This design comes from an exercise in tuning for small area, a short achievable clock period and few clock cycles per item on the open sky130 flow, not from production work. The RTL was checked by simulation tests, not by an equivalence proof against the original design.

## indigo
// fm_3d_ru_span_setup
module fm_3d_ru_span_setup (
    clk_core,
    rst_x,
    i_valid,
    i_aa_mode,
    i_x_l,
    i_y_l,
    i_z_l,
    i_iw_l,
    i_param00_l,
    i_param01_l,
    i_param02_l,
    i_param03_l,
    i_param10_l,
    i_param11_l,
    i_param12_l,
    i_param13_l,
    i_x_r,
    i_y_r,
    i_z_r,
    i_iw_r,
    i_param00_r,
    i_param01_r,
    i_param02_r,
    i_param03_r,
    i_param10_r,
    i_param11_r,
    i_param12_r,
    i_param13_r,
    o_ack,
    i_param0_en,
    i_param1_en,
    i_param0_size,
    i_param1_size,
    o_idle,
    o_valid,
    o_aa_mode,
    o_kind,
    o_initial_val,
    o_step_val,
    o_delta_a,
    o_y,
    o_end_flag,
    o_end_x,
    i_busy
);
    input         clk_core;
    input         rst_x;
    input         i_valid;
    input         i_aa_mode;
    input  [20:0] i_x_l;
    input  [8:0]  i_y_l;
    input  [20:0] i_z_l;
    input  [20:0] i_iw_l;
    input  [20:0] i_param00_l;
    input  [20:0] i_param01_l;
    input  [20:0] i_param02_l;
    input  [20:0] i_param03_l;
  ...
clock: 10.0 ns
lec_check: 0
abc_area: 1
cap_margin: 20
core_margin: 2
core_utilization: 55
cts_buf_list: sky130_fd_sc_hd__clkbuf_4 sky130_fd_sc_hd__clkbuf_8
gpl_timing_driven: 0
place_density: 0.65
setup_slack_margin: 5
slew_margin: 20
standard.sh (not shown) runs the stock make flow with config.mk's settings and CLKGATE_MAP_FILE= SYNTH_SCRIPT=/design/flow/synth_recipe.tcl, a recipe that flattens the netlist after the stock synthesis.
==> flow/flow/run.sh <==
#!/bin/bash
# The standard layout (the standard.sh: ORFS synthesis to final layout)
# with these changes to how it is built:
#  - after the standard synthesis, fapol.py flips the polarity of full
#    adders in the synthesized netlist where that removes inverters
#    (a full adder is self-dual); registers and their names are untouched;
#  - the port buffers that placement inserts are the smallest buffer cell
#    instead of ORFS's default choice (the resizer still upsizes them where
#    timing needs it);
#  - clock tree synthesis runs with ORFS's usual arguments and buffer list
#    but without dummy loads.
# Each tool's output goes to a log file here: flow_synth.log,
# flow_fapol.log and flow_make.log; ORFS keeps each step's own log under
# orfs/logs/.
set -euo pipefail
ARGS=(
  BUFFER_PORTS_ARGS="-buffer_cell sky130_fd_sc_hd__buf_1"
  CTS_ARGS="-sink_clustering_enable -repair_clock_nets -dont_use_dummy_load -buf_list {sky130_fd_sc_hd__clkbuf_4 sky130_fd_sc_hd__clkbuf_8}"
)
RES=orfs/results/${FLOW_PLATFORM:-sky130hd}/fm_3d_ru_span_setup/base
bash standard.sh "${ARGS[@]}" synth > flow_synth.log 2>&1
python3 flow/fapol.py $RES/1_2_yosys.v > flow_fapol.log 2>&1
rm -f $RES/1_synth.odb $RES/1_synth.sdc
bash standard.sh "${ARGS[@]}" finish > flow_make.log 2>&1
Other scripts of this flow, unchanged in this note and not shown: flow/flow/fapol.py
Testbench counts of indigo, summed over its fixed seeds: cycles 37,798, spans 4,800.
Inputs modified between indigo and fjord:
Settings: GPL_TIMING_DRIVEN: 0 -> unset.
==> run summary <==
- The endpoint of the most critical setup path comes out o_ack in one run and r1_mag in the other, namely in fjord and indigo respectively.
- Number of instances resized during post-cts repair: higher on indigo
- Compared with indigo, in fjord post-placement cell count down 3.1%, global-route usage saw a decrease, ratio of routed vias to standard cells -2.3%, number of levels in the clock H-tree did not really move.
- Compare fjord and indigo | non-clock buffer total of the final layout lower: fjord
- The higher first-iteration DRC count of fjord and indigo is in indigo.
- The global-route wire length before repair in indigo is 1.10 times that in fjord.
#### Input delta (maple over fjord)
-- flow/flow/run.sh --
<<< fjord, line 10
#  - clock tree synthesis runs with ORFS's usual arguments and buffer list
#    but without dummy loads.
# Each tool's output goes to a log file here: flow_synth.log,
>>> maple, line 10
#  - clock tree synthesis runs with ORFS's usual arguments and buffer list
#    but without dummy loads, with at most 16 sinks within 90 um per
#    leaf cluster and clkbuf_16 also allowed, so fewer leaf buffers.
# Each tool's output goes to a log file here: flow_synth.log,
<<< fjord, line 17
  BUFFER_PORTS_ARGS="-buffer_cell sky130_fd_sc_hd__buf_1"
  CTS_ARGS="-sink_clustering_enable -repair_clock_nets -dont_use_dummy_load -buf_list {sky130_fd_sc_hd__clkbuf_4 sky130_fd_sc_hd__clkbuf_8}"
)
>>> maple, line 18
  BUFFER_PORTS_ARGS="-buffer_cell sky130_fd_sc_hd__buf_1"
  CTS_ARGS="-sink_clustering_enable -repair_clock_nets -dont_use_dummy_load -sink_clustering_size 16 -sink_clustering_max_diameter 90 -buf_list {sky130_fd_sc_hd__clkbuf_4 sky130_fd_sc_hd__clkbuf_8 sky130_fd_sc_hd__clkbuf_16}"
)
## What came out
Worst setup slack in maple vs fjord: down 84 ps. Synthesized instance count came out exactly the same in fjord and maple. fjord → maple: final cell utilization of the core now sits lower; non-clock buffer count +1.4%.
What juniper does differently from maple at the input level:
Settings: swapping 55 for 68 in CORE_UTILIZATION; swapping 0.65 for 0.75 in PLACE_DENSITY.
-- flow/flow/run.sh --
<<< maple, line 10
#  - clock tree synthesis runs with ORFS's usual arguments and buffer list
#    but without dummy loads, with at most 16 sinks within 90 um per
#    leaf cluster and clkbuf_16 also allowed, so fewer leaf buffers.
# Each tool's output goes to a log file here: flow_synth.log,
>>> juniper, line 10
#  - clock tree synthesis runs with ORFS's usual arguments and buffer list
#    but without dummy loads.
# Each tool's output goes to a log file here: flow_synth.log,
<<< maple, line 18
  BUFFER_PORTS_ARGS="-buffer_cell sky130_fd_sc_hd__buf_1"
  CTS_ARGS="-sink_clustering_enable -repair_clock_nets -dont_use_dummy_load -sink_clustering_size 16 -sink_clustering_max_diameter 90 -buf_list {sky130_fd_sc_hd__clkbuf_4 sky130_fd_sc_hd__clkbuf_8 sky130_fd_sc_hd__clkbuf_16}"
)
>>> juniper, line 17
  BUFFER_PORTS_ARGS="-buffer_cell sky130_fd_sc_hd__buf_1"
  CTS_ARGS="-sink_clustering_enable -repair_clock_nets -dont_use_dummy_load -buf_list {sky130_fd_sc_hd__clkbuf_4 sky130_fd_sc_hd__clkbuf_8}"
)
==> run summary <==
Diff maple -> juniper: total detailed-routing wirelength now larger; highest achievable clock rate now larger; number of setup buffers added after CTS now smaller; depth of the CTS H-tree now larger. juniper ended with more worst hold slack than maple.

-- separate check: timing with driven ports --
In the flow no input, the clock included, has a driving cell. The finished layouts below were timed again as built, in two steps. Step 1, drivers: a clkbuf_16 drives clk_core and a buf_2 each remaining input, both assumed. Step 2 also shifts input and output timing later by t, the mid clock arrival at the registers, as if the neighbouring blocks saw the same clock. a / b / c = ideal ports / drivers / drivers and shift; a / b = the first two.
run	t, ns	setup slack, ns	clock arrival spread, ns	worst register clock-pin slew, ns
indigo	0.759	5.064 / 5.064 / 4.725	0.107 / 0.106	0.07 / 0.07
fjord	0.743	5.121 / 5.085 / 4.582	0.126 / 0.126	0.06 / 0.06
maple	0.639	5.038 / 5.038 / 4.910	0.099 / 0.099	0.08 / 0.08
juniper	0.746	5.063 / 5.008 / 4.768	0.087 / 0.087	0.06 / 0.06
After both steps every run listed still meets setup and hold. For fjord, which loses most, drivers alone change the setup slack by -0.036 ns; drivers and shift together by -0.539 ns.
